Source: an optimization exercise on an open RTL-to-GDS flow (aim: small area and a short achievable clock period). Production flows keep margins and buffers that such runs may drop. At most, simulation tests tie the RTL to the original design; equivalence was not proved. The RTL of runs 7 to 9 was laid out without a check of its function.

## flow/flow/run.sh

```bash
#!/bin/bash
# Standard ORFS layout, with the port buffers made from the smallest buffer cell.
set -o pipefail
bash standard.sh BUFFER_PORTS_ARGS="-buffer_cell sky130_fd_sc_hd__buf_1" finish > standard_flow.log 2>&1
```

## flow/standard.sh

```bash
#!/bin/bash
# synth_recipe.tcl (not shown) runs the flow's synth.tcl, then flattens the netlist and writes it again
# the make line also repeats each setting of config.mk as NAME=value (left out here)
make -C /OpenROAD-flow-scripts/flow DESIGN_CONFIG=/design/flow/config.mk WORK_HOME=/design/flow/orfs CLKGATE_MAP_FILE= SYNTH_SCRIPT=/design/flow/synth_recipe.tcl "${@:-finish}"
```

## flow/config.mk

```make
export PLATFORM = sky130hd
export DESIGN_NAME = PPU
export DESIGN_NICKNAME = PPU
export VERILOG_FILES = /design/flow/design.v
export SDC_FILE = /design/flow/constraint.sdc
export NUM_CORES = 4
export LEC_CHECK = 0
export ABC_AREA = 1
export CAP_MARGIN = 20
export CORE_MARGIN = 2
export CORE_UTILIZATION = 40
export SLEW_MARGIN = 20
```

## flow/constraint.sdc

```tcl
create_clock -name core_clock -period 120.0 [get_ports {clk}]
set_input_delay 24.0000 -clock core_clock [delete_from_list [all_inputs] [get_ports {clk}]]
set_output_delay 24.0000 -clock core_clock [all_outputs]
set_load 0.01 [all_outputs]
```

## flow/design.v

```verilog
module PPU (
    input clk,
    input rst,
    input i_en,
    input [31:0] data_in,
    input [11:0] scaling_factor,
    output logic [6:0] data_out,
    output logic valid,
    output logic [31:0] data_in_out
);
wire [11:0] s  = scaling_factor;
wire [11:0] sn = ~scaling_factor;
wire [12:0] oc;
assign oc[0] = 1'b1;
genvar i, k;
generate
    for (i = 0; i < 12; i = i + 1) begin : g_ov
        assign oc[i+1] = (data_in[6+i] & sn[i]) | ((data_in[6+i] | sn[i]) & oc[i]);
    end
endgenerate
wire ovf = (|data_in[30:18]) | oc[12];
wire [11:0] rem [0:6];
wire [5:0]  qq;
assign rem[6] = data_in[17:6];
generate
    for (k = 5; k >= 0; k = k - 1) begin : g_st
        wire [12:0] a = {rem[k+1], data_in[k]};
        wire [12:0] c;
        wire [11:0] g = a[11:0] & sn;
        wire [11:0] p = a[11:0] | sn;
        wire [11:0] x = a[11:0] ^ sn;
        assign c[0] = 1'b1;
        for (i = 0; i < 12; i = i + 1) begin : g_b
            assign c[i+1] = g[i] | (p[i] & c[i]);
        end
        assign qq[k] = a[12] | c[12];
        assign rem[k] = a[11:0] ^ ({12{qq[k]}} & ~(s ^ c[11:0]));
    end
endgenerate
wire [12:0] rc;
wire [12:0] a2 = {rem[0], 1'b0};
assign rc[0] = 1'b1;
generate
    for (i = 0; i < 12; i = i + 1) begin : g_rn
        assign rc[i+1] = (a2[i] & sn[i]) | ((a2[i] | sn[i]) & rc[i]);
    end
endgenerate
wire rnd = a2[12] | rc[12];
wire [6:0] fval = ovf ? 7'd127 : ({1'b0, qq} + {6'd0, rnd});
always @(posedge clk) begin
    if (rst) begin
        valid <= 1'b0;
        data_out <= 7'd0;
        data_in_out <= 32'd0;
    end else begin
        valid <= i_en;
        data_out <= (i_en & ~data_in[31]) ? fval : 7'd0;
        data_in_out <= data_in;
    end
end
endmodule
```

==> metrics.md, run 1 <==
| Metric | Value |
|---|---|
| Status | finished clean |
| Antenna Cells | 0 |
| Core ar. | 12500 um2 |
| Final Hold Fails | 0 |
| Relative slew slack | 36.4% |
| Most common cell after layout, fill and taps aside | nand2_1 |
| Main synth FF type | dfxtp_1 |
| HP Class | in -> reg |
| Number of global-route vias before repair | 4722 |
| Hold Crit Depth | 3 |
| Mean Syn Cell Area | 5.89 um2 |
| Die height | 117 um |
| Final ANT Viol Nets | 0 |
| Worst-path fanout max | 21 |
| Fmax | 28.7 MHz |
| Final setup viols | 0 |
| Net Count, Synth | 912 |
| Layout cells sized above 1 | 10.2% |
| Final min period | 34.88 ns |
| Clock tree buffer depth | 2 |
| Final wirelength | 11200 um |
| Seq/Total Area, Yosys | 15.7% |
| Worst-path cell with the longest stage delay | buf_1 |
| Max stage delay on crit path | 0.55 ns |
| WL/cell | 10.2 um |
| Post-synth top area cell | nand2_1 |
| Die Wd | 117 um |
| Part of the cycle the worst path needs | 29.1% |
| Max-slew violations | 0 |
| Top-area cell type share of the netlist area | 18.8% |
| P&R area growth vs syn | 10.6% |
| First-pass GRT wire length | 20600 um |
| Row cnt | 41 |
| Post-Syn Instances | 863 |
| Inserted Clock Buffers | 5 |
| Pin count of the biggest net entering global routing | 34 |
| Starting Density | 40.6% |
| Total grt overflow | 0 |
| Crit path top cell by count | nand3_2 |
| CTS Sinks | 40 |
| Nets@finish | 973 |
| Kind of critical path | in -> reg |
| Commonest cells after routing, fill and taps aside | 255 x nand2_1, 132 x inv_1, 108 x nand3_1 |
| Hold endpoint | valid$_SDFF_PP0_ |
| Distinct cells, synth | 36 |
| Maxcap violations | 0 |
| CP required | 120.18 ns |
| Worst Hold Launch | i_en |
| Vias | 4999 |
| Synth area leaders | nand2_1 19%, dfxtp_1 16%, xor2_1 11%, nand3_1 11%, nand3_2 10% |
| HPWL Detailed | 9350 um |
| GRT met3 Usage | 2.78% |
| Post-CTS Setup Inserts | 0 |
| Yosys warning count | 1 |
| M2 GR Usage | 34.2% |
| # IOs | 87 |
| GRT Total Usage | 18.1% |
| Top Family by Delay on Critical Path | simple AND/OR/NAND/NOR gates |
| CTS tree | done |
| Buffers & Inverters on Critical Path | 2 |
| FFs w/ async S/R, synth | 0% |
| Crit end category | register |
| EDFF count, synth | 0 |
| Drt drc | 0 |
| Min Hold Slack | 23.90 ns |
| Grt met1 use | 21.8% |
| CTS Hold Buffers Added | 0 |
| Reg clk slew, reported paths | 0.06 ns |
| Gr busiest metal | met2 |
| Initial antenna violation count | 0 |
| H-tree depth | 2 |
| CTS resizes | 0 |
| Setup TNS | 0 ns |
| CTS Root Cell | clkbuf_16 |
| Via density per instance | 4.56 |
| Initial drt markers | 163 |
| Die area | 13600 um2 |
| Worst Setup Start Kind | input port |
| WP data arrival | 35.07 ns |
| Initial DRT Pass Iterations | 4 |
| Synth Register Bits | 40 |
| Syn Std Cell Area | 5090 um2 |
| RePlAce Congestion | 0.798 |
| Worst Tran Pin Value | 0.953 ns |
| RSZ-0062 raised after global routing | false |
| IO buf count | 86 |
==> synth_stat cells, types with 2 or more instances <==
cell and n:
nand2_4 5, clkbuf_1 20, o221ai_1 7, clkinv_1 4, xor2_1 62, o21ai_0 14, buf_1 2, nor2_1 70
o211ai_1 2, a21oi_1 9, nand2_2 15, nand2_1 255, o22ai_1 2, nand4_1 5, dfxtp_1 40, ha_1 2
xor2_2 3, buf_6 6, or2_2 2, nand3_1 108, nand3_2 52, and2_1 2, xnor2_1 19, inv_1 132
or2_1 4, inv_2 6, buf_2 5, or2_0 2
==> routing by layer <==
metal | vias to the layer above | part of all wire (%)
met4 | 0 | 0.74
met1 | 2152 | 47
met2 | 57 | 49
met3 | 11 | 2.6
li1 | 2779 | -
met5 | - | 0
==> metrics by stage <==
step                      cell area, um2  util, %  setup WS, ns  cells
after global placement              5460     43.6         84.99   1089
final                               5630     45.0         85.12   1097
after floorplan                     5090        -         87.16    863
after detailed placement            5460     43.6         84.74   1089
after global routing                5630     45.0         83.35   1097
after CTS                           5630     45.0         85.06   1097
==> kinds of logic after synthesis <==
| group | count (synthesis) | synth area share [%] |
|---|---|---|
| xor gates and xnor gates | 85 | 15.2 |
| and+or+nand+nor | 522 | 49.9 |
| buffers and inverters | 176 | 14.1 |
| adders and majority gates | 2 | 0.492 |
| AOI/OAI and AO/OA | 37 | 4.43 |
| muxes | 1 | 0.197 |
| DFF | 40 | 15.7 |
==> sequential cells by signal, summed over array words and instances, names as in the netlist <==
name,count
data_in_out,32
data_out,7
valid,1
==> layout make-up <==
cell class / instances / area [um2]
fill: 1416 / 6890
multi-input combinational: 647 / 3570
sequential: 40 / 801
inverter: 142 / 533
timing repair buffer: 88 / 338
tap: 172 / 215
clock buffer: 5 / 125
clock inverter: 3 / 46.3
==> how the worst max path moves through the flow <==
stage,start,endpoint,slack (ns),cells after the start
floorplan,scaling_factor[2],data_out[4]$_SDFF_PP0_,87.16,102
global placement,scaling_factor[0],data_out[4]$_SDFF_PP0_,84.99,103
detailed placement,scaling_factor[0],data_out[4]$_SDFF_PP0_,84.74,100
CTS,scaling_factor[0],data_out[4]$_SDFF_PP0_,85.06,100
global route,scaling_factor[0],data_out[4]$_SDFF_PP0_,83.35,104
finish,scaling_factor[0],data_out[4]$_SDFF_PP0_,85.12,100
==> inputs of run 2 (changes only) <==
--- a/flow/config.mk
+++ b/flow/config.mk
@@ -10,3 +10,4 @@
 export CORE_MARGIN = 2
 export CORE_UTILIZATION = 40
+export CTS_BUF_LIST = sky130_fd_sc_hd__clkbuf_8
 export SLEW_MARGIN = 20
==> metrics.md, run 2 <==
| Metric | Value |
|---|---|
| Status | finished clean |
| Drt drc | 0 |
| Final Hold Fails | 0 |
| Initial DRT Pass Iterations | 4 |
| Layout cells sized above 1 | 10.2% |
| Main synth FF type | dfxtp_1 |
| Die Wd | 117 um |
| Via density per instance | 4.56 |
| CTS Sinks | 40 |
| Most common cell after layout, fill and taps aside | nand2_1 |
| RePlAce Congestion | 0.798 |
| Inserted Clock Buffers | 5 |
| Worst-path fanout max | 21 |
| Post-Syn Instances | 863 |
| Post-DP Area | 5460 um2 |
| CTS tree | done |
| WP data arrival | 35.07 ns |
| DR top layer | met4 |
| Top-area cell type share of the netlist area | 18.8% |
| Design Area, Final | 5570 um2 |
| Synth area leaders | nand2_1 19%, dfxtp_1 16%, xor2_1 11%, nand3_1 11%, nand3_2 10% |
| Worst-path cell with the longest stage delay | buf_1 |
| Core ar. | 12500 um2 |
| Vias | 5005 |
| DR WL met3 | 328 um |
| Syn Std Cell Area | 5090 um2 |
| Mean Syn Cell Area | 5.89 um2 |
| Pin count of the biggest net entering global routing | 34 |
| GRT Total Usage | 18.1% |
| Post-CTS Setup Inserts | 0 |
| Reg clk slew, reported paths | 0.08 ns |
| Max reg flops | 32 |
| P&R area growth vs syn | 9.54% |
| Final ANT Viol Nets | 0 |
| CTS Root Cell | clkbuf_8 |
| Crit path top cell by count | nand3_2 |
| CTS resizes | 0 |
| CP required | 120.20 ns |
| Seq/Total Area, Yosys | 15.7% |
| IO buf count | 86 |
| Starting Density | 40.6% |
| WL/cell | 10.3 um |
| Part of the cycle the worst path needs | 29.1% |
| Final setup viols | 0 |
| EDFF count, synth | 0 |
| Most numerous cell in the Yosys netlist | nand2_1 |
| HPWL Detailed | 9350 um |
| Fmax | 28.7 MHz |
| H-tree depth | 2 |
| Worst Setup Start Kind | input port |
| Maxcap violations | 0 |
| DRT met1 WL | 5300 um |
| Crit end category | register |
| Number of global-route vias before repair | 4752 |
| Final Core Density | 44.5% |
| Synth Register Bits | 40 |
| Kind of critical path | in -> reg |
| Biggest register | data_in_out |
| FFs w/ async S/R, synth | 0% |
| Biggest regs | data_in_out x32, data_out x7, valid x1 |
| RSZ-0062 raised after global routing | false |
| Setup TNS | 0 ns |
| Die height | 117 um |
| Total grt overflow | 0 |
| Distinct cells, synth | 36 |
| Net Count, Synth | 912 |
| Antenna Cells | 0 |
| Yosys warning count | 1 |
| HP Class | in -> reg |
| Synth top cells by count | 255 x nand2_1, 132 x inv_1, 108 x nand3_1 |
| Initial antenna violation count | 0 |
| First-pass GRT wire length | 20700 um |
| Worst Tran Pin Value | 0.955 ns |
| CTS Hold Buffers Added | 0 |
| Row cnt | 41 |
| Nets@finish | 973 |
| WL met2 | 5550 um |
| Max-slew violations | 0 |
| Initial drt markers | 182 |
| Clock tree buffer depth | 2 |
| Final wirelength | 11300 um |
| Die area | 13600 um2 |
| Final min period | 34.86 ns |
| # IOs | 87 |
| Post-synth top area cell | nand2_1 |
| Commonest cells after routing, fill and taps aside | 255 x nand2_1, 132 x inv_1, 108 x nand3_1 |
| Max stage delay on crit path | 0.55 ns |
| Relative slew slack | 36.3% |
-- run 2: cell types whose count changed in the layout (fill, tap and decap cells not counted) --
cell,delta
clkbuf_16,-5
clkbuf_8,+5
-- run 2: worst max-delay path: cells and delay by family --
family | cells | cell delay [ns]
simple gates | 90 | 8.87
xor+xnor | 5 | 0.95
buf+inv | 2 | 0.60
fa+ha+maj | 2 | 0.43
compound gates | 1 | 0.14
-- run 2: per-layer routing --
layer  up-vias  GRT usage (%)
li1       2778              -
met1      2156           21.8
met2        61           34.5
met3        10           2.78
met4         0           2.51
met5         -              0
-- run 2: worst paths after layout --
kind	startpoint	end	slack, ns	cells after the start
setup / recovery	scaling_factor[0]	data_out[4]$_SDFF_PP0_	85.14	100
hold / removal	i_en	valid$_SDFF_PP0_	23.89	3
-- run 2: metrics by stage --
stage	hold slack (ns)	worst slack [ns]	std cells
after floorplan	24.12	87.16	863
after global placement	24.21	84.99	1089
after detailed placement	24.20	84.74	1089
after CTS	23.88	85.09	1097
after global routing	23.89	83.37	1097
final	23.89	85.14	1097
-- run 2: logic make-up after synthesis --
family                   share of synthesized area [%]
AO/OA/AOI/OAI                                     4.43
XOR/XNOR                                          15.2
adder cells (fa/ha/maj)                          0.492
buffers and inverters                             14.1
flip-flops                                        15.7
multiplexers                                     0.197
AND/OR/NAND/NOR                                   49.9
-- run 2: area by class of cell --
type                       instances  area (um2)
clock buffer                       5        68.8
clock inverter                     3        46.3
fill                            1423        6940
inverter                         142         533
multi-input combinational        647        3570
sequential                        40         801
tap                              172         215
timing repair buffer              88         338
==> inputs of run 3 (changes only) <==
--- a/flow/config.mk
+++ b/flow/config.mk
@@ -9,5 +9,4 @@
 export CAP_MARGIN = 20
 export CORE_MARGIN = 2
-export CORE_UTILIZATION = 40
-export CTS_BUF_LIST = sky130_fd_sc_hd__clkbuf_8
+export CORE_UTILIZATION = 70
 export SLEW_MARGIN = 20
==> metrics.md, run 3 <==
| Metric | Value |
|---|---|
| Status | finished clean |
| Top Family by Delay on Critical Path | simple AND/OR/NAND/NOR gates |
| H-tree depth | 2 |
| Core ar. | 7140 um2 |
| Max stage delay on crit path | 0.59 ns |
| CTS tree | done |
| Drt drc | 0 |
| RSZ-0062 raised after global routing | false |
| Max-slew violations | 0 |
| Initial drt markers | 275 |
| Syn Std Cell Area | 5090 um2 |
| Final ANT Viol Nets | 0 |
| Row cnt | 31 |
| Mean Syn Cell Area | 5.89 um2 |
| Final Hold Fails | 0 |
| Worst Setup Start Kind | input port |
| Biggest register | data_in_out |
| Reg clk slew, reported paths | 0.08 ns |
| WP data arrival | 35.73 ns |
| Synth top cells by count | 255 x nand2_1, 132 x inv_1, 108 x nand3_1 |
| # IOs | 87 |
| Post-CTS Setup Inserts | 0 |
| Initial antenna violation count | 0 |
| WP depth | 99 |
| Top-area cell type share of the netlist area | 18.8% |
| P&R area growth vs syn | 8.04% |
| Worst-path cell with the longest stage delay | buf_1 |
| CP required | 120.18 ns |
| Relative slew slack | 45.9% |
| Final WS setup | 84.45 ns |
| Biggest regs | data_in_out x32, data_out x7, valid x1 |
| First-pass GRT wire length | 19800 um |
| Starting Density | 71.3% |
| CTS resizes | 0 |
| Crit end category | register |
| EDFF count, synth | 0 |
| Most common cell after layout, fill and taps aside | nand2_1 |
| Die height | 89.3 um |
| Final setup viols | 0 |
| Via density per instance | 5.27 |
| Crit path top cell by count | nand3_2 |
| Post-synth top area cell | nand2_1 |
| HPWL Detailed | 9620 um |
| Kind of critical path | in -> reg |
| Vias | 5416 |
| CTS Hold Buffers Added | 0 |
| Net Count, Synth | 912 |
| CTS Root Cell | clkbuf_8 |
| Main synth FF type | dfxtp_1 |
| Nets@finish | 976 |
| Inserted Clock Buffers | 5 |
| Final wirelength | 12100 um |
| Worst-path fanout max | 21 |
| Maxcap violations | 0 |
| Seq/Total Area, Yosys | 15.7% |
| Synth area leaders | nand2_1 19%, dfxtp_1 16%, xor2_1 11%, nand3_1 11%, nand3_2 10% |
| Number of global-route vias before repair | 4801 |
| Initial DRT Pass Iterations | 5 |
| Design Area, Final | 5500 um2 |
| Fill cells | 614 |
| Yosys warning count | 1 |
| Pre-CTS setup slack | 84.31 ns |
| Die area | 7970 um2 |
| Layout cells sized above 1 | 10.3% |
| Commonest cells after routing, fill and taps aside | 255 x nand2_1, 132 x inv_1, 108 x nand3_1 |
| Final Core Density | 77.0% |
| Post-Syn Instances | 863 |
| GRT Total Usage | 30.3% |
| Final min period | 35.55 ns |
| Clock tree buffer depth | 2 |
| Antenna Cells | 0 |
| Max reg flops | 32 |
| Worst Tran Pin Value | 0.811 ns |
| FFs w/ async S/R, synth | 0% |
| Distinct cells, synth | 36 |
| WL/cell | 11.8 um |
| Most numerous cell in the Yosys netlist | nand2_1 |
| Pin count of the biggest net entering global routing | 34 |
| Setup TNS | 0 ns |
| Die Wd | 89.3 um |
| CTS Sinks | 40 |
| RePlAce Congestion | 0.902 |
| Total grt overflow | 0 |
| Hold Crit Depth | 3 |
| Synth Register Bits | 40 |
| HP Class | in -> reg |
| Buffers & Inverters on Critical Path | 3 |
| Part of the cycle the worst path needs | 29.6% |
| Fmax | 28.1 MHz |
| Post-DP Area | 5390 um2 |
| IO buf count | 86 |
-- run 3: cell type report --
class                           count  area, um2  area share [%]
Clock buffer                        6       72.6            1.32
Clock inverter                      2       35.0           0.637
Inverter                          142        533            9.70
Multi-Input combinational cell    647       3570            65.0
Sequential cell                    40        801            14.6
Tap cell                           99        124            2.25
Timing Repair Buffer               91        360            6.56
-- run 3: cell families (layout without fill, tap and decap cells) --
family	count (synthesis)	in the layout	share of synthesized area, %
flops	40	40	15.7
simple gates	522	522	49.9
compound gates	37	37	4.43
mux	1	1	0.197
xor+xnor	85	85	15.2
buf+inv	176	241	14.1
fa+ha+maj	2	2	0.492
-- run 3: through the flow --
step / cells / hold WS, ns
after detailed placement: 1019 / 24.22
after global placement: 1019 / 24.21
after CTS: 1027 / 23.91
after floorplan: 863 / 24.12
final: 1027 / 23.91
after global routing: 1027 / 23.92
-- run 3: final timing paths --
| kind | slack [ns] | from | endpoint |
|---|---|---|---|
| max | 84.45 | scaling_factor[0] | data_out[4]$_SDFF_PP0_ |
| min | 23.91 | data_in[28] | data_in_out[28]$_SDFF_PP0_ |
-- run 3: worst min-delay path: cells and delay by family --
kind                   cells  cell delay, ns
buffers and inverters      2            0.13
and+or+nand+nor            1            0.04
-- run 3: metal layers --
layer  wire, um  part of all wire [%]  GRT usage, %
met1       5220                    43          35.8
met2       5950                    49          55.6
met3        694                   5.7          4.34
met4        254                   2.1          10.7
met5          0                     0             0
==> inputs of run 4 (changes only) <==
--- a/flow/config.mk
+++ b/flow/config.mk
@@ -9,4 +9,7 @@
 export CAP_MARGIN = 20
 export CORE_MARGIN = 2
-export CORE_UTILIZATION = 70
+export CORE_UTILIZATION = 40
+export CTS_BUF_LIST = sky130_fd_sc_hd__clkbuf_16
+export CTS_CLUSTER_DIAMETER = 500
+export CTS_CLUSTER_SIZE = 40
 export SLEW_MARGIN = 20
==> metrics.md, run 4 <==
| Metric | Value |
|---|---|
| P&R area growth vs syn | 10.6% |
| CTS resizes | 0 |
| H-tree depth | 2 |
| Status | finished clean |
| Via density per instance | 4.56 |
| Starting Density | 40.6% |
| Clock tree buffer depth | 2 |
| Worst-path fanout max | 21 |
| Die height | 117 um |
| Synth area leaders | nand2_1 19%, dfxtp_1 16%, xor2_1 11%, nand3_1 11%, nand3_2 10% |
| Initial drt markers | 163 |
| HPWL Detailed | 9350 um |
| WP data arrival | 35.07 ns |
| Number of global-route vias before repair | 4722 |
| Drt drc | 0 |
| Seq/Total Area, Yosys | 15.7% |
| Top-area cell type share of the netlist area | 18.8% |
| Core ar. | 12500 um2 |
| Net Count, Synth | 912 |
| CP required | 120.18 ns |
| Layout cells sized above 1 | 10.2% |
| Worst Tran Pin Value | 0.953 ns |
| Final ANT Viol Nets | 0 |
| Most common cell after layout, fill and taps aside | nand2_1 |
| Vias | 4999 |
| Distinct cells, synth | 36 |
| Commonest cells after routing, fill and taps aside | 255 x nand2_1, 132 x inv_1, 108 x nand3_1 |
| HP Class | in -> reg |
| Post-Syn Instances | 863 |
| Part of the cycle the worst path needs | 29.1% |
| Reg clk slew, reported paths | 0.06 ns |
| Most numerous cell in the Yosys netlist | nand2_1 |
| Crit end category | register |
| Crit path top cell by count | nand3_2 |
| Initial antenna violation count | 0 |
| Post-synth top area cell | nand2_1 |
| Final Hold Fails | 0 |
| Nets@finish | 973 |
| WL/cell | 10.2 um |
| RePlAce Congestion | 0.798 |
| Worst-path cell with the longest stage delay | buf_1 |
| EDFF count, synth | 0 |
| Final wirelength | 11200 um |
| Max reg flops | 32 |
| Post-CTS Setup Inserts | 0 |
| RSZ-0062 raised after global routing | false |
| Initial DRT Pass Iterations | 4 |
| Inserted Clock Buffers | 5 |
| CTS Root Cell | clkbuf_16 |
| Total grt overflow | 0 |
| IO buf count | 86 |
| Die area | 13600 um2 |
| Synth Register Bits | 40 |
| Kind of critical path | in -> reg |
| Final min period | 34.88 ns |
| Biggest regs | data_in_out x32, data_out x7, valid x1 |
| # IOs | 87 |
| Pin count of the biggest net entering global routing | 34 |
| Biggest register | data_in_out |
| FFs w/ async S/R, synth | 0% |
| Synth top cells by count | 255 x nand2_1, 132 x inv_1, 108 x nand3_1 |
| Worst Setup Start Kind | input port |
| Antenna Cells | 0 |
| Mean Syn Cell Area | 5.89 um2 |
| Final setup viols | 0 |
| CTS tree | done |
| Syn Std Cell Area | 5090 um2 |
| Main synth FF type | dfxtp_1 |
| Max stage delay on crit path | 0.55 ns |
| Maxcap violations | 0 |
| GRT Total Usage | 18.1% |
| Die Wd | 117 um |
| Fmax | 28.7 MHz |
| CTS Sinks | 40 |
| Row cnt | 41 |
| First-pass GRT wire length | 20600 um |
| Max-slew violations | 0 |
| Yosys warning count | 1 |
| Relative slew slack | 36.4% |
| CTS Hold Buffers Added | 0 |
| Setup TNS | 0 ns |
==> run 4: cell counts after synthesis <==
Identical to the previous run, type by type.
==> run 4: worst paths after layout <==
check,start,endpoint,slack (ns),depth (start not counted)
setup / recovery,scaling_factor[0],data_out[4]$_SDFF_PP0_,85.12,100
hold / removal,i_en,valid$_SDFF_PP0_,23.90,3
==> run 4: per-stage QoR <==
| step | hold WS, ns | instances | instance area, um2 | util (%) | worst slack (ns) |
|---|---|---|---|---|---|
| 5_1_grt | 23.92 | 1097 | 5630 | 45.0 | 83.35 |
| 3_3_place_gp | 24.21 | 1089 | 5460 | 43.6 | 84.99 |
| 6_report | 23.90 | 1097 | 5630 | 45.0 | 85.12 |
| 4_1_cts | 23.90 | 1097 | 5630 | 45.0 | 85.06 |
| 2_1_floorplan | 24.12 | 863 | 5090 | - | 87.16 |
| 3_5_place_dp | 24.20 | 1089 | 5460 | 43.6 | 84.74 |
==> run 4: cell type report <==
cell class | count | area, um2
Clock buffer | 5 | 125
Clock inverter | 3 | 46.3
Fill cell | 1416 | 6890
Inverter | 142 | 533
Multi-Input combinational cell | 647 | 3570
Sequential cell | 40 | 801
Tap cell | 172 | 215
Timing Repair Buffer | 88 | 338
==> run 4: logic make-up after synthesis <==
group | Yosys count | share of synthesized area [%]
AOI/OAI and AO/OA | 37 | 4.43
xor gates and xnor gates | 85 | 15.2
adders and majority gates | 2 | 0.492
buffers and inverters | 176 | 14.1
DFF | 40 | 15.7
muxes | 1 | 0.197
and+or+nand+nor | 522 | 49.9
==> run 4: worst max-delay path: cells and delay by family <==
family | cells | cell delay [ns]
adder cells (fa/ha/maj) | 2 | 0.43
buffers and inverters | 2 | 0.60
AND/OR/NAND/NOR | 90 | 8.87
XOR/XNOR | 5 | 0.96
AO/OA/AOI/OAI | 1 | 0.14
==> run 4: per-layer routing <==
layer | vias to the layer above | wire length (um) | global-route usage, %
li1 | 2779 | - | -
met1 | 2152 | 5330 | 21.8
met2 | 57 | 5520 | 34.2
met3 | 11 | 292 | 2.78
met4 | 0 | 83 | 2.98
met5 | - | 0 | 0
==> inputs of run 5 (changes only) <==
==> flow/flow/run.sh (replaced) <==
#!/bin/bash
# Standard ORFS layout, with the port buffers made from the smallest buffer cell.
set -o pipefail
bash standard.sh BUFFER_PORTS_ARGS="-buffer_cell sky130_fd_sc_hd__buf_1" SETUP_SLACK_MARGIN=86.5 finish > standard_flow.log 2>&1
--- a/flow/config.mk
+++ b/flow/config.mk
@@ -10,6 +10,4 @@
 export CORE_MARGIN = 2
 export CORE_UTILIZATION = 40
-export CTS_BUF_LIST = sky130_fd_sc_hd__clkbuf_16
-export CTS_CLUSTER_DIAMETER = 500
-export CTS_CLUSTER_SIZE = 40
+export CTS_BUF_LIST = sky130_fd_sc_hd__clkbuf_8
 export SLEW_MARGIN = 20
==> metrics.md, run 5 <==
| Metric | Value |
|---|---|
| Status | finished clean |
| First-pass GRT wire length | 21600 um |
| Worst-path cell with the longest stage delay | or2_2 |
| Die Wd | 117 um |
| Via density per instance | 4.76 |
| Commonest cells after routing, fill and taps aside | 211 x nand2_1, 125 x inv_1, 71 x buf_1 |
| Kind of critical path | in -> reg |
| RSZ-0062 raised after global routing | true |
| Number of global-route vias before repair | 4893 |
| Top Family by Delay on Critical Path | simple AND/OR/NAND/NOR gates |
| Net Count, Synth | 912 |
| Worst-path fanout max | 8 |
| P&R area growth vs syn | 39.3% |
| Core ar. | 12500 um2 |
| Hold Crit Depth | 3 |
| Maxcap violations | 0 |
| Worst Tran Pin Value | 0.510 ns |
| Final setup viols | 0 |
| Biggest register | data_in_out |
| Post-Place Cells | 1089 |
| Final Hold Fails | 0 |
| Fmax | 29.8 MHz |
| H-tree depth | 2 |
| Starting Density | 40.6% |
| CTS tree | done |
| Drt drc | 0 |
| Antenna Cells | 0 |
| Crit path top cell by count | nand3_2 |
| Pin count of the biggest net entering global routing | 34 |
| Max stage delay on crit path | 0.29 ns |
| # IOs | 87 |
| Top-area cell type share of the netlist area | 18.8% |
| Final min period | 33.58 ns |
| Worst Setup Start Kind | input port |
| WL/cell | 12.1 um |
| Part of the cycle the worst path needs | 28.0% |
| Synth Register Bits | 40 |
| FFs w/ async S/R, synth | 0% |
| Post-Syn Instances | 863 |
| HPWL Detailed | 9350 um |
| Post-synth top area cell | nand2_1 |
| WP depth | 103 |
| Initial antenna violation count | 0 |
| Setup TNS | 0 ns |
| Clock tree buffer depth | 2 |
| Most common cell after layout, fill and taps aside | nand2_1 |
| CTS Sinks | 40 |
| Inserted Clock Buffers | 5 |
| Crit end category | register |
| Buffers & Inverters on Critical Path | 3 |
| Max-slew violations | 0 |
| Distinct cells, synth | 36 |
| Total grt overflow | 0 |
| WP data arrival | 33.79 ns |
| EDFF count, synth | 0 |
| RePlAce Congestion | 0.798 |
| IO buf count | 86 |
| Final ANT Viol Nets | 0 |
| Main synth FF type | dfxtp_1 |
| Initial DRT Pass Iterations | 5 |
| Vias | 5519 |
| CTS Hold Buffers Added | 0 |
| Layout Cells excl Fill | 1160 |
| Reg clk slew, reported paths | 0.08 ns |
| Layout cells sized above 1 | 28.5% |
| Synth top cells by count | 255 x nand2_1, 132 x inv_1, 108 x nand3_1 |
| Seq/Total Area, Yosys | 15.7% |
| Initial drt markers | 233 |
| Final wirelength | 14100 um |
| Max reg flops | 32 |
| Biggest regs | data_in_out x32, data_out x7, valid x1 |
| CP required | 120.21 ns |
| Most numerous cell in the Yosys netlist | nand2_1 |
| Die area | 13600 um2 |
| GRT Total Usage | 19.2% |
| Nets@finish | 1036 |
| Syn Std Cell Area | 5090 um2 |
| Relative slew slack | 66.0% |
| Yosys warning count | 1 |
| CTS Root Cell | clkbuf_8 |
| Mean Syn Cell Area | 5.89 um2 |
| HP Class | in -> reg |
| Row cnt | 41 |
| Synth area leaders | nand2_1 19%, dfxtp_1 16%, xor2_1 11%, nand3_1 11%, nand3_2 10% |
| Die height | 117 um |
-- run 5: worst paths after layout --
check        from                      to  slack, ns
min          i_en        valid$_SDFF_PP0_      23.88
max    data_in[5]  data_out[4]$_SDFF_PP0_      86.42
-- run 5: layer usage --
metal | vias to the layer above | GRT usage, % | part of all wire, %
met5 | - | 0 | 0
met4 | 0 | 3.53 | 1.5
met3 | 17 | 2.78 | 4.0
met2 | 102 | 36.0 | 51
met1 | 2500 | 23.4 | 43
li1 | 2900 | - | -
-- run 5: per-stage QoR --
step	hold WS (ns)	worst slack [ns]	area [um2]	utilization [%]
after floorplan	24.12	87.16	5090	-
after global placement	24.21	84.99	5460	43.6
after detailed placement	24.20	84.74	5460	43.6
after CTS	23.88	86.51	5950	47.5
after global routing	23.89	85.61	7080	56.6
final	23.88	86.42	7080	56.6
-- run 5: cell families after synthesis --
family                     after synthesis  share of synthesized area [%]
AOI/OAI and AO/OA                       37                           4.43
xor gates and xnor gates                85                           15.2
adders and majority gates                2                          0.492
buffers and inverters                  176                           14.1
DFF                                     40                           15.7
muxes                                    1                          0.197
and+or+nand+nor                        522                           49.9
-- run 5: tightest hold or removal path: stages --
cell and delay (ns):
buf_1 0.07, inv_1 0.04, nor2_1 0.04
-- run 5: area by class of cell --
cell class	count	area, um2
Clock buffer	5	68.8
Clock inverter	3	46.3
Fill cell	1234	5430
Inverter	142	563
Multi-Input combinational cell	651	4470
Sequential cell	40	801
Tap cell	172	215
Timing Repair Buffer	147	921
-- run 5: what timing repair did --
action / in CTS / in global routing
pin swaps: 12 / 75
setup endpoints to repair: 7 / 7
resized for setup: 52 / 177
buffers inserted: 23 / 35
gates cloned: 1 / 4
==> inputs of run 6 (changes only) <==
==> flow/flow/run.sh (replaced) <==
#!/bin/bash
# Standard ORFS layout, with the port buffers made from the smallest buffer cell, and timing
# repair aiming at a setup slack of 90 ns so that it speeds up the critical paths.
set -o pipefail
bash standard.sh BUFFER_PORTS_ARGS="-buffer_cell sky130_fd_sc_hd__buf_1" SETUP_SLACK_MARGIN=90 finish > standard_flow.log 2>&1
--- a/flow/config.mk
+++ b/flow/config.mk
@@ -10,4 +10,3 @@
 export CORE_MARGIN = 2
 export CORE_UTILIZATION = 40
-export CTS_BUF_LIST = sky130_fd_sc_hd__clkbuf_8
 export SLEW_MARGIN = 20
==> metrics.md, run 6 <==
| Metric | Value |
|---|---|
| Inserted Clock Buffers | 5 |
| Biggest register | data_in_out |
| Final ANT Viol Nets | 0 |
| Final min period | 33.37 ns |
| P&R area growth vs syn | 51.3% |
| Biggest regs | data_in_out x32, data_out x7, valid x1 |
| IO buf count | 86 |
| Main synth FF type | dfxtp_1 |
| Post-synth top area cell | nand2_1 |
| RePlAce Congestion | 0.796 |
| Design Area, Final | 7700 um2 |
| GRT Total Usage | 21.4% |
| Maxcap violations | 0 |
| Most numerous cell in the Yosys netlist | nand2_1 |
| Core ar. | 12500 um2 |
| Worst-path cell with the longest stage delay | or2_1 |
| HP Class | in -> reg |
| WP data arrival | 33.56 ns |
| Row cnt | 41 |
| Setup TNS | 0 ns |
| First-pass GRT wire length | 23500 um |
| Via density per instance | 4.71 |
| Die height | 117 um |
| Seq/Total Area, Yosys | 15.7% |
| Vias | 5822 |
| Starting Density | 40.6% |
| Min Hold Slack | 23.91 ns |
| Nets@finish | 1113 |
| CTS Hold Buffers Added | 0 |
| Crit end category | register |
| WL/cell | 12.6 um |
| CTS Root Cell | clkbuf_16 |
| Antenna Cells | 0 |
| Critical Path Start | scaling_factor[1] |
| Kind of critical path | in -> reg |
| Pre-CTS setup slack | 84.98 ns |
| H-tree depth | 2 |
| Worst-path fanout max | 8 |
| Die Wd | 117 um |
| Buffers & Inverters on Critical Path | 18 |
| Die area | 13600 um2 |
| Clock tree buffer depth | 2 |
| Post-Place Cells | 1090 |
| Number of global-route vias before repair | 5328 |
| Worst Hold Launch | i_en |
| Initial drt markers | 212 |
| Max reg flops | 32 |
| Max stage delay on crit path | 0.24 ns |
| Total grt overflow | 0 |
| Mean Syn Cell Area | 5.89 um2 |
| Most common cell after layout, fill and taps aside | nand2_1 |
| Relative slew slack | 63.4% |
| Fmax | 30.0 MHz |
| Worst Tran Pin Value | 0.549 ns |
| Initial DRT Pass Iterations | 4 |
| Top Family by Delay on Critical Path | simple AND/OR/NAND/NOR gates |
| CTS tree | done |
| Final Core Density | 61.5% |
| Final wirelength | 15500 um |
| Layout Cells excl Fill | 1237 |
| Initial antenna violation count | 0 |
| Crit path top cell by count | nand3_2 |
| RSZ-0062 raised after global routing | true |
| Net Count, Synth | 912 |
| Part of the cycle the worst path needs | 27.8% |
| EDFF count, synth | 0 |
| Syn Std Cell Area | 5090 um2 |
| Post-DP Area | 5550 um2 |
| Reg clk slew, reported paths | 0.07 ns |
| CTS Sinks | 40 |
| Worst Setup Start Kind | input port |
| Synth area leaders | nand2_1 19%, dfxtp_1 16%, xor2_1 11%, nand3_1 11%, nand3_2 10% |
| Hold endpoint | valid$_SDFF_PP0_ |
| Hold Crit Depth | 3 |
| # IOs | 87 |
| Max-slew violations | 0 |
| Yosys warning count | 1 |
| Drt drc | 0 |
| Final Hold Fails | 0 |
| Commonest cells after routing, fill and taps aside | 206 x nand2_1, 133 x buf_4, 124 x inv_1 |
| HPWL Detailed | 9360 um |
| CP required | 120.19 ns |
| Final setup viols | 0 |
| Post-Syn Instances | 863 |
| Synth Register Bits | 40 |
| Pin count of the biggest net entering global routing | 34 |
| Layout cells sized above 1 | 34.5% |
| Final WS setup | 86.63 ns |
| Top-area cell type share of the netlist area | 18.8% |
| Status | finished clean |
| FFs w/ async S/R, synth | 0% |
| Fill cells | 1187 |
| Synth top cells by count | 255 x nand2_1, 132 x inv_1, 108 x nand3_1 |
| Distinct cells, synth | 36 |
-- run 6: cell counts after synthesis --
Identical to the previous run, type by type.
-- run 6: cell families after synthesis --
kind of cell               share of synthesized area [%]
and+or+nand+nor                                     49.9
adders and majority gates                          0.492
buffers and inverters                               14.1
xor gates and xnor gates                            15.2
AOI/OAI and AO/OA                                   4.43
DFF                                                 15.7
muxes                                              0.197
-- run 6: how the worst max path moves through the flow --
stage | to | slack [ns] | depth (start not counted)
after floorplan | data_out[4]$_SDFF_PP0_ | 87.34 | 104
after global placement | data_out[4]$_SDFF_PP0_ | 85.21 | 100
after detailed placement | data_out[4]$_SDFF_PP0_ | 84.98 | 101
after CTS | data_out[4]$_SDFF_PP0_ | 86.74 | 103
after global routing | data_out[4]$_SDFF_PP0_ | 85.85 | 103
final | data_out[4]$_SDFF_PP0_ | 86.63 | 97
-- run 6: timing repair --
item | 4_1_cts | 5_1_grt
setup buffers | 110 | 24
pin swaps | 80 | 84
endpoints found under the setup margin | 7 | 7
gates resized for setup | 113 | 88
gates cloned | 4 | 1
-- run 6: metal layers --
layer,wire (um),GRT usage [%]
met1,6560,25.3
met2,8090,41.4
met3,611,2.57
met4,272,3.92
met5,0,0
-- run 6: tightest hold or removal path, cell delays in order --
cell and delay [ns]:
buf_1 0.07, inv_1 0.04, nor2_1 0.04
-- run 6: cell type report --
| cell class | instances | area (um2) | area share (%) |
|---|---|---|---|
| Tap cell | 172 | 215 | 2.80 |
| Sequential cell | 40 | 801 | 10.4 |
| Inverter | 142 | 564 | 7.33 |
| Clock buffer | 5 | 125 | 1.63 |
| Clock inverter | 3 | 46.3 | 0.601 |
| Timing Repair Buffer | 224 | 1490 | 19.4 |
| Multi-Input combinational cell | 651 | 4450 | 57.8 |
==> inputs of run 7 (changes only) <==
--- a/flow/design.v
+++ b/flow/design.v
@@ -16,5 +16,5 @@
 generate
     for (i = 0; i < 12; i = i + 1) begin : g_ov
-        assign oc[i+1] = (data_in[6+i] & sn[i]) | ((data_in[6+i] | sn[i]) & oc[i]);
+        assign oc[i+1] = (data_in[6+i] & sn[i]) | (data_in[6+i] & oc[i]) | (sn[i] & oc[i]);
     end
 endgenerate
@@ -27,13 +27,12 @@
         wire [12:0] a = {rem[k+1], data_in[k]};
         wire [12:0] c;
-        wire [11:0] g = a[11:0] & sn;
-        wire [11:0] p = a[11:0] | sn;
-        wire [11:0] x = a[11:0] ^ sn;
+        wire [11:0] d;
         assign c[0] = 1'b1;
         for (i = 0; i < 12; i = i + 1) begin : g_b
-            assign c[i+1] = g[i] | (p[i] & c[i]);
+            assign d[i]   = a[i] ^ sn[i] ^ c[i];
+            assign c[i+1] = (a[i] & sn[i]) | (a[i] & c[i]) | (sn[i] & c[i]);
         end
         assign qq[k] = a[12] | c[12];
-        assign rem[k] = a[11:0] ^ ({12{qq[k]}} & ~(s ^ c[11:0]));
+        assign rem[k] = qq[k] ? d : a[11:0];
     end
 endgenerate
@@ -43,5 +42,5 @@
 generate
     for (i = 0; i < 12; i = i + 1) begin : g_rn
-        assign rc[i+1] = (a2[i] & sn[i]) | ((a2[i] | sn[i]) & rc[i]);
+        assign rc[i+1] = (a2[i] & sn[i]) | (a2[i] & rc[i]) | (sn[i] & rc[i]);
     end
 endgenerate
==> flow/run.sh (new file) <==
#!/bin/bash
# synth_recipe.tcl (not shown) runs the flow's synth.tcl, then flattens the netlist and writes it again
# the make line also repeats each setting of config.mk as NAME=value (left out here)
make -C /OpenROAD-flow-scripts/flow DESIGN_CONFIG=/design/flow/config.mk WORK_HOME=/design/flow/orfs CLKGATE_MAP_FILE= SYNTH_SCRIPT=/design/flow/synth_recipe.tcl finish
--- a/flow/config.mk
+++ b/flow/config.mk
@@ -6,5 +6,4 @@
 export NUM_CORES = 4
 export LEC_CHECK = 0
-export ABC_AREA = 1
 export CAP_MARGIN = 20
 export CORE_MARGIN = 2
removed: flow/flow/run.sh
removed: flow/standard.sh
==> metrics.md, run 7 <==
| Metric | Value |
|---|---|
| Top-area cell type share of the netlist area | 31.2% |
| Die area | 11300 um2 |
| Initial antenna violation count | 0 |
| Final Hold Fails | 0 |
| Grt met1 use | 26.2% |
| Final setup viols | 0 |
| Worst Setup Start Kind | input port |
| Post-CTS Setup Inserts | 0 |
| CTS tree | done |
| Synth Register Bits | 40 |
| Design Area, Final | 5280 um2 |
| First-pass GRT wire length | 16900 um |
| GRT Total Usage | 18.9% |
| Status | finished clean |
| CTS Hold Buffers Added | 0 |
| Reg clk slew, reported paths | 0.09 ns |
| Die height | 106 um |
| Max-slew violations | 0 |
| Synth area leaders | fa_1 31%, dfxtp_1 19%, mux2_2 6.5%, nor2b_1 4.0%, inv_1 3.3% |
| Most numerous cell in the Yosys netlist | fa_1 |
| Crit path top cell by count | fa_1 |
| Via density per instance | 5.12 |
| Final Core Density | 51.6% |
| Post-synth top area cell | fa_1 |
| Post-DP Area | 5150 um2 |
| HP Class | in -> reg |
| Final wirelength | 9910 um |
| Inserted Clock Buffers | 5 |
| Die Wd | 106 um |
| Core ar. | 10200 um2 |
| P&R area growth vs syn | 26.3% |
| Starting Density | 40.8% |
| WP data arrival | 58.21 ns |
| Seq/Total Area, Yosys | 19.2% |
| Setup TNS | 0 ns |
| Syn Std Cell Area | 4180 um2 |
| Vias | 3167 |
| Number of global-route vias before repair | 3301 |
| Synth top cells by count | 65 x fa_1, 40 x dfxtp_1, 37 x inv_1 |
| M2 GR Usage | 31.3% |
| Max stage delay on crit path | 0.71 ns |
| Worst-path fanout max | 17 |
| Part of the cycle the worst path needs | 48.3% |
| FFs w/ async S/R, synth | 0% |
| Nets@finish | 604 |
| Most common cell after layout, fill and taps aside | clkdlybuf4s50_1 |
| WL/cell | 16.0 um |
| Final min period | 57.97 ns |
| Fmax | 17.3 MHz |
| Initial DRT Pass Iterations | 4 |
| IO buf count | 86 |
| Commonest cells after routing, fill and taps aside | 86 x clkdlybuf4s50_1, 65 x fa_1, 40 x dfxtp_1 |
| Worst Tran Pin Value | 0.854 ns |
| Main synth FF type | dfxtp_1 |
| Max reg flops | 32 |
| Min Hold Slack | 24.27 ns |
| HPWL Detailed | 8550 um |
| Net Count, Synth | 517 |
| Worst-path cell with the longest stage delay | clkdlybuf4s50_1 |
| Layout cells sized above 1 | 12.0% |
| Gr busiest metal | met2 |
| Total grt overflow | 0 |
| Row cnt | 37 |
| Distinct cells, synth | 64 |
| Post-Syn Instances | 395 |
| RSZ-0062 raised after global routing | false |
| EDFF count, synth | 0 |
| Pin count of the biggest net entering global routing | 34 |
| Antenna Cells | 0 |
| Crit end category | register |
| Clock tree buffer depth | 2 |
| # IOs | 87 |
| Kind of critical path | in -> reg |
| Maxcap violations | 0 |
| CTS Root Cell | clkbuf_8 |
| CTS resizes | 0 |
| Drt drc | 0 |
| CTS Sinks | 40 |
| Biggest register | data_in_out |
| Mean Syn Cell Area | 10.6 um2 |
| GRT met3 Usage | 2.51% |
| H-tree depth | 2 |
| Final ANT Viol Nets | 0 |
| CP required | 120.24 ns |
| Biggest regs | data_in_out x32, data_out x7, valid x1 |
| Yosys warning count | 1 |
| Initial drt markers | 127 |
| Relative slew slack | 43.1% |
| RePlAce Congestion | 0.857 |
## run 7: per-stage QoR
step	setup WS, ns	cells
2_1_floorplan	64.22	395
6_report	62.03	619
5_1_grt	60.38	619
4_1_cts	61.89	618
3_5_place_dp	61.62	610
3_3_place_gp	61.99	610
## run 7: routing by layer
metal	part of all wire (%)	wire (um)	up-vias
met5	0	0	-
met4	2.1	206	0
met3	4.1	410	15
met2	49	4890	72
met1	44	4410	1553
li1	-	-	1527
## run 7: kinds of logic (layout without fill, tap and decap cells)
family,Yosys count,count (layout),synth area share [%]
buf+inv,49,137,5.54
mux,44,44,12.2
compound gates,67,67,12.9
simple gates,107,107,13.1
flops,40,40,19.2
xor+xnor,5,5,1.05
fa+ha+maj,83,83,36.1
## run 7: path summary, 6_finish.rpt
path | startpoint | to | cells after the start
max | scaling_factor[1] | data_out[6]$_SDFF_PP0_ | 107
min | i_en | valid$_SDFF_PP0_ | 2
## run 7: critical path: cells and delay by family
family | cells | cell delay [ns]
AO/OA/AOI/OAI | 16 | 3.23
adder cells (fa/ha/maj) | 68 | 26.13
AND/OR/NAND/NOR | 6 | 0.94
buffers and inverters | 12 | 2.13
multiplexers | 5 | 1.70
## run 7: area by class of cell
class,count,area (um2)
clock buffer,5,68.8
clock inverter,3,46.3
fill,968,4960
inverter,37,139
multi-input combinational,306,3140
sequential,40,801
tap,136,170
timing repair buffer,92,906
==> inputs of run 8 (changes only) <==
==> flow/flow/run.sh (new file) <==
#!/bin/bash
# Standard ORFS layout, with the port buffers made from the smallest buffer cell.
set -o pipefail
bash standard.sh BUFFER_PORTS_ARGS="-buffer_cell sky130_fd_sc_hd__buf_1" finish > standard_flow.log 2>&1
==> flow/standard.sh (new file) <==
#!/bin/bash
# synth_recipe.tcl (not shown) runs the flow's synth.tcl, then flattens the netlist and writes it again
# the make line also repeats each setting of config.mk as NAME=value (left out here)
make -C /OpenROAD-flow-scripts/flow DESIGN_CONFIG=/design/flow/config.mk WORK_HOME=/design/flow/orfs CLKGATE_MAP_FILE= SYNTH_SCRIPT=/design/flow/synth_recipe.tcl "${@:-finish}"
removed: flow/run.sh
==> metrics.md, run 8 <==
| Metric | Value |
|---|---|
| Pin count of the biggest net entering global routing | 34 |
| CTS Root Cell | clkbuf_8 |
| Clock tree buffer depth | 2 |
| Fill cells | 1007 |
| Setup TNS | 0 ns |
| Inserted Clock Buffers | 5 |
| Kind of critical path | in -> reg |
| First-pass GRT wire length | 16400 um |
| Seq/Total Area, Yosys | 19.2% |
| Row cnt | 37 |
| Layout cells sized above 1 | 11.8% |
| WL met2 | 4910 um |
| Initial drt markers | 100 |
| Post-synth top area cell | fa_1 |
| IO buf count | 86 |
| CP required | 120.22 ns |
| DRT met1 WL | 4230 um |
| Final ANT Viol Nets | 0 |
| Status | finished clean |
| Worst Hold Launch | data_in[31] |
| RePlAce Congestion | 0.930 |
| H-tree depth | 2 |
| Main synth FF type | dfxtp_1 |
| Post-CTS Setup Inserts | 0 |
| Maxcap violations | 0 |
| # IOs | 87 |
| Commonest cells after routing, fill and taps aside | 86 x buf_1, 65 x fa_1, 40 x dfxtp_1 |
| Die height | 106 um |
| CTS Hold Buffers Added | 0 |
| Worst Tran Pin Value | 0.989 ns |
| Worst-path cell with the longest stage delay | a21o_1 |
| Initial DRT Pass Iterations | 4 |
| Hold endpoint | data_in_out[31]$_SDFF_PP0_ |
| Design Area, Final | 4730 um2 |
| Part of the cycle the worst path needs | 48.1% |
| Core ar. | 10200 um2 |
| Fmax | 17.3 MHz |
| Max reg flops | 32 |
| Post-Place Cells | 610 |
| Vias | 3231 |
| Distinct cells, synth | 64 |
| Relative slew slack | 34.0% |
| Via density per instance | 5.23 |
| Post-Syn Instances | 395 |
| Die Wd | 106 um |
| Layout Cells excl Fill | 618 |
| HP Class | in -> reg |
| Most common cell after layout, fill and taps aside | buf_1 |
| RSZ-0062 raised after global routing | false |
| Biggest register | data_in_out |
| Number of global-route vias before repair | 3300 |
| Final min period | 57.68 ns |
| WL/cell | 15.7 um |
| Total grt overflow | 0 |
| Synth area leaders | fa_1 31%, dfxtp_1 19%, mux2_2 6.5%, nor2b_1 4.0%, inv_1 3.3% |
| Crit end category | register |
| HPWL Detailed | 8350 um |
| Top-area cell type share of the netlist area | 31.2% |
| Post-DP Area | 4610 um2 |
| Worst-path fanout max | 17 |
| Yosys warning count | 1 |
| Starting Density | 40.8% |
| P&R area growth vs syn | 13.2% |
| Nets@finish | 603 |
| Hold Crit Depth | 2 |
| DR top layer | met4 |
| CTS Sinks | 40 |
| Max stage delay on crit path | 0.47 ns |
| Die area | 11300 um2 |
| CTS tree | done |
| Final setup viols | 0 |
| GRT Total Usage | 18.2% |
| Max-slew violations | 0 |
| Mean Syn Cell Area | 10.6 um2 |
| Net Count, Synth | 517 |
| CTS resizes | 0 |
| Min Hold Slack | 23.93 ns |
| Initial antenna violation count | 0 |
| DR WL met3 | 414 um |
| FFs w/ async S/R, synth | 0% |
| Final wirelength | 9690 um |
| Antenna Cells | 0 |
| Final Core Density | 46.2% |
| Reg clk slew, reported paths | 0.08 ns |
| Biggest regs | data_in_out x32, data_out x7, valid x1 |
| Crit path top cell by count | fa_1 |
| Syn Std Cell Area | 4180 um2 |
| Synth Register Bits | 40 |
| Synth top cells by count | 65 x fa_1, 40 x dfxtp_1, 37 x inv_1 |
| Most numerous cell in the Yosys netlist | fa_1 |
| Drt drc | 0 |
| WP data arrival | 57.91 ns |
| Final Hold Fails | 0 |
| EDFF count, synth | 0 |
| Worst Setup Start Kind | input port |
run 8: cell type report:
type                       count  area (um2)  share of cell area, %
clock buffer                   5        68.8                   1.46
clock inverter                 3        42.5                  0.900
inverter                      37         139                   2.94
multi-input combinational    306        3140                   66.5
sequential                    40         801                   16.9
tap                          136         170                   3.60
timing repair buffer          91         360                   7.63
run 8: routing by layer:
| metal | up-vias | global-route usage (%) |
|---|---|---|
| met1 | 1607 | 24.3 |
| met3 | 8 | 2.51 |
| met5 | - | 0 |
| met4 | 0 | 4.61 |
| met2 | 89 | 31.2 |
| li1 | 1527 | - |
run 8: kinds of logic after synthesis:
logic type | synth area share (%)
AO/OA/AOI/OAI | 12.9
multiplexers | 12.2
XOR/XNOR | 1.05
flip-flops | 19.2
buffers and inverters | 5.54
AND/OR/NAND/NOR | 13.1
adder cells (fa/ha/maj) | 36.1
run 8: worst max-delay path by stage:
stage | startpoint | end | slack, ns | cells after the start
global placement | scaling_factor[1] | data_out[6]$_SDFF_PP0_ | 62.26 | 105
finish | scaling_factor[1] | data_out[6]$_SDFF_PP0_ | 62.32 | 105
CTS | scaling_factor[1] | data_out[6]$_SDFF_PP0_ | 62.20 | 105
detailed placement | scaling_factor[1] | data_out[6]$_SDFF_PP0_ | 61.90 | 105
global route | scaling_factor[1] | data_out[6]$_SDFF_PP0_ | 60.71 | 105
floorplan | data_in[5] | data_out[6]$_SDFF_PP0_ | 64.22 | 111
run 8: critical path: cells and delay by family:
kind / cells / cell delay, ns
adders and majority gates: 68 / 26.12
AOI/OAI and AO/OA: 16 / 3.59
muxes: 5 / 1.85
buffers and inverters: 10 / 1.40
and+or+nand+nor: 6 / 0.92
run 8: per-stage QoR:
| stage | setup slack [ns] |
|---|---|
| floorplan | 64.22 |
| CTS | 62.20 |
| global placement | 62.26 |
| detailed placement | 61.90 |
| global route | 60.71 |
| finish | 62.32 |
==> inputs of run 9 (changes only) <==
==> flow/design.v (replaced) <==
module PPU (
    input clk,
    input rst,
    input i_en,
    input [32-1:0] data_in,
    input [11:0] scaling_factor,
    output logic[6:0] data_out,
    output logic valid,
    output logic [31:0] data_in_out
);
logic [32 - 1:0] relu_out;
logic [32:0] data_shift;
logic [7:0] data_quant;
logic [8:0] data_temp;
always @(*) begin
    relu_out = (data_in[32 - 1])? 32'd0 : data_in;
    /*verilator lint_off WIDTHEXPAND*/
    /*verilator lint_off WIDTHTRUNC*/
    data_shift = ({relu_out, 1'b0} / scaling_factor);
    /*verilator lint_on WIDTHTRUNC*/
    /*verilator lint_on WIDTHEXPAND*/
    data_temp = (data_shift > 127)? 254 : data_shift[8:0] + {8'b0, data_shift[0]};
end
always @(posedge clk) begin
    if(rst) begin
        valid <= 1'd0;
        data_out <= 7'd0;
        data_in_out <= 32'd0;
    end
    else begin
        valid <= i_en;
        data_out <= (i_en)? data_temp[7:1] : 7'd0;
        data_in_out <= data_in;
    end
end
endmodule
==> flow/run.sh (new file) <==
#!/bin/bash
# synth_recipe.tcl (not shown) runs the flow's synth.tcl, then flattens the netlist and writes it again
# the make line also repeats each setting of config.mk as NAME=value (left out here)
make -C /OpenROAD-flow-scripts/flow DESIGN_CONFIG=/design/flow/config.mk WORK_HOME=/design/flow/orfs CLKGATE_MAP_FILE= SYNTH_SCRIPT=/design/flow/synth_recipe.tcl finish
removed: flow/flow/run.sh
removed: flow/standard.sh
==> metrics.md, run 9 <==
| Metric | Value |
|---|---|
| Max reg flops | 32 |
| IO buf count | 86 |
| Yosys warning count | 1 |
| Hold endpoint | data_in_out[23]$_SDFF_PP0_ |
| Most numerous cell in the Yosys netlist | ha_1 |
| Post-synth top area cell | ha_1 |
| Worst Tran Pin Value | 1.03 ns |
| Core ar. | 58900 um2 |
| Row cnt | 89 |
| Reg clk slew, reported paths | 0.06 ns |
| Seq/Total Area, Yosys | 3.37% |
| Hold Crit Depth | 2 |
| Part of the cycle the worst path needs | 94.8% |
| Commonest cells after routing, fill and taps aside | 331 x ha_1, 314 x nor2_1, 279 x nand2_1 |
| Main synth FF type | dfxtp_1 |
| HPWL Detailed | 60200 um |
| Final ANT Viol Nets | 0 |
| Biggest regs | data_in_out x32, data_out x7, valid x1 |
| Syn Std Cell Area | 23700 um2 |
| Initial antenna violation count | 0 |
| Top-area cell type share of the netlist area | 17.4% |
| Antenna Cells | 0 |
| Post-DP Area | 26100 um2 |
| Inserted Clock Buffers | 5 |
| Final min period | 113.71 ns |
| Vias | 25900 |
| P&R area growth vs syn | 13.4% |
| Final Hold Fails | 0 |
| Final Core Density | 45.7% |
| Fmax | 8.79 MHz |
| Die height | 248 um |
| Most common cell after layout, fill and taps aside | ha_1 |
| Register area | 801 um2 |
| Net Count, Synth | 3736 |
| Clock tree buffer depth | 2 |
| Final setup viols | 0 |
| GRT Total Usage | 23.7% |
| CTS Hold Buffers Added | 0 |
| EDFF count, synth | 0 |
| WP data arrival | 113.93 ns |
| Final wirelength | 75100 um |
| Final WS setup | 6.29 ns |
| CTS Sinks | 40 |
| Footprint of the multi-input gates | 22700 um2 |
| Starting Density | 40.3% |
| CTS tree | done |
| Worst-path fanout max | 30 |
| Worst Hold Launch | data_in[23] |
| Initial DRT Pass Iterations | 5 |
| Die Wd | 248 um |
| Pin count of the biggest net entering global routing | 34 |
| H-tree depth | 2 |
| Design Area, Final | 26900 um2 |
| Mean Syn Cell Area | 7.07 um2 |
| First-pass GRT wire length | 122000 um |
| Min Hold Slack | 24.29 ns |
| Total grt overflow | 0 |
| FFs w/ async S/R, synth | 0% |
| Initial drt markers | 1389 |
| Synth top cells by count | 331 x ha_1, 324 x nor2_1, 281 x nand2_1 |
| # IOs | 87 |
| Relative slew slack | 30.7% |
| Pre-CTS setup slack | 0.308 ns |
| Biggest register | data_in_out |
| Crit path top cell by count | o21a_1 |
| WL/cell | 17.5 um |
| Die area | 61300 um2 |
| HP Class | in -> reg |
| Maxcap violations | 0 |
| Worst-path cell with the longest stage delay | clkdlybuf4s50_1 |
| Nets@finish | 3884 |
| Synth area leaders | ha_1 17%, o21a_1 6.5%, nor2_1 5.1%, nor3_1 5.0%, nand2_1 4.4% |
| CP required | 120.22 ns |
| Kind of critical path | in -> reg |
| RePlAce Congestion | 0.909 |
| Status | finished clean |
| Synth Register Bits | 40 |
| Distinct cells, synth | 138 |
| Fill cells | 6071 |
| Layout cells sized above 1 | 12.9% |
| Worst Setup Start Kind | input port |
| CTS Root Cell | clkbuf_16 |
| Number of global-route vias before repair | 23800 |
| Via density per instance | 6.04 |
| Post-Syn Instances | 3358 |
| Crit end category | register |
| Max-slew violations | 0 |
| Max stage delay on crit path | 0.63 ns |
| Drt drc | 0 |
-- run 9: cell families after synthesis --
kind of cell	count (synthesis)	synth area share [%]
xor+xnor	188	7.00
compound gates	1147	34.5
buf+inv	163	3.20
other cells	1	0.0158
mux	90	4.15
simple gates	1397	30.3
flops	40	3.37
fa+ha+maj	332	17.5
-- run 9: area by class of cell --
| type | instances | area share, % |
|---|---|---|
| clock buffer | 5 | 0.465 |
| clock inverter | 2 | 0.223 |
| inverter | 82 | 1.14 |
| multi-input combinational | 3155 | 84.3 |
| sequential | 40 | 2.97 |
| tap | 773 | 3.59 |
| timing repair buffer | 222 | 7.26 |
-- run 9: worst max-delay path by stage --
stage	start	end	depth (start not counted)	slack, ns
finish	scaling_factor[11]	data_out[1]$_SDFF_PP0_	451	6.29
global route	data_in[30]	data_out[0]$_SDFF_PP0_	454	-0.21
CTS	scaling_factor[0]	data_out[1]$_SDFF_PP0_	445	0.26
detailed placement	scaling_factor[0]	data_out[1]$_SDFF_PP0_	447	0.31
global placement	scaling_factor[11]	data_out[1]$_SDFF_PP0_	444	1.02
floorplan	scaling_factor[0]	data_out[0]$_SDFF_PP0_	474	1.26
-- run 9: through the flow --
step                instances  setup TNS [ns]
floorplan                3358               0
global placement         4258               0
detailed placement       4258               0
CTS                      4265               0
global route             4279          -0.661
finish                   4279               0
-- run 9: critical path, delay by kind of cell --
family | cells | cell delay (ns)
AO/OA/AOI/OAI | 254 | 48.96
multiplexers | 6 | 1.78
adder cells (fa/ha/maj) | 32 | 9.93
AND/OR/NAND/NOR | 128 | 23.58
buffers and inverters | 31 | 5.41
-- run 9: metal layers --
layer / GRT usage (%) / wire, um / vias to the layer above
met4: 6.16 / 2020 / 0
met1: 32.6 / 36700 / 11900
met3: 1.51 / 2660 / 122
met5: 0 / 0 / -
li1: - / - / 13200
met2: 39.9 / 33700 / 595
-- run 9: what timing repair did --
item / in CTS / in global routing
setup buffers: 0 / 14
setup endpoints to repair: 0 / 7
gates resized for setup: 0 / 114

what the ideal ports hide:
The results above use ideal ports. As a check the final layouts listed here were re-extracted and re-timed, cells and wires unchanged. Step 1 sets driving cells, clkbuf_16 on the clock port and buf_2 on the other inputs (assumed; they add their load-dependent delay and slew). Step 2 also shifts input and output timing later by t, the mid clock arrival at the registers, as if the neighbouring blocks saw the same clock. Slacks: ideal / step 1 / step 2; pairs: ideal / step 1.
run | t, ns | setup slack, ns | cell pins on the clock port's net
run 1 | 0.322 | 85.115 / 85.091 / 84.769 | 1
run 2 | 0.334 | 85.137 / 85.126 / 84.792 | 1
run 3 | 0.312 | 84.454 / 84.455 / 84.142 | 1
run 4 | 0.322 | 85.115 / 85.091 / 84.769 | 1
run 5 | 0.339 | 86.416 / 86.374 / 86.035 | 1
run 6 | 0.325 | 86.628 / 86.595 / 86.271 | 1
run 7 | 0.328 | 62.034 / 62.030 / 61.703 | 1
run 8 | 0.322 | 62.317 / 62.324 / 62.002 | 1
run 9 | 0.333 | 6.288 / 6.287 / 5.954 | 1
After both steps setup and hold are still met in every run listed. For run 5, which loses most, drivers alone change the setup slack by -0.042 ns; drivers and shift together by -0.381 ns.
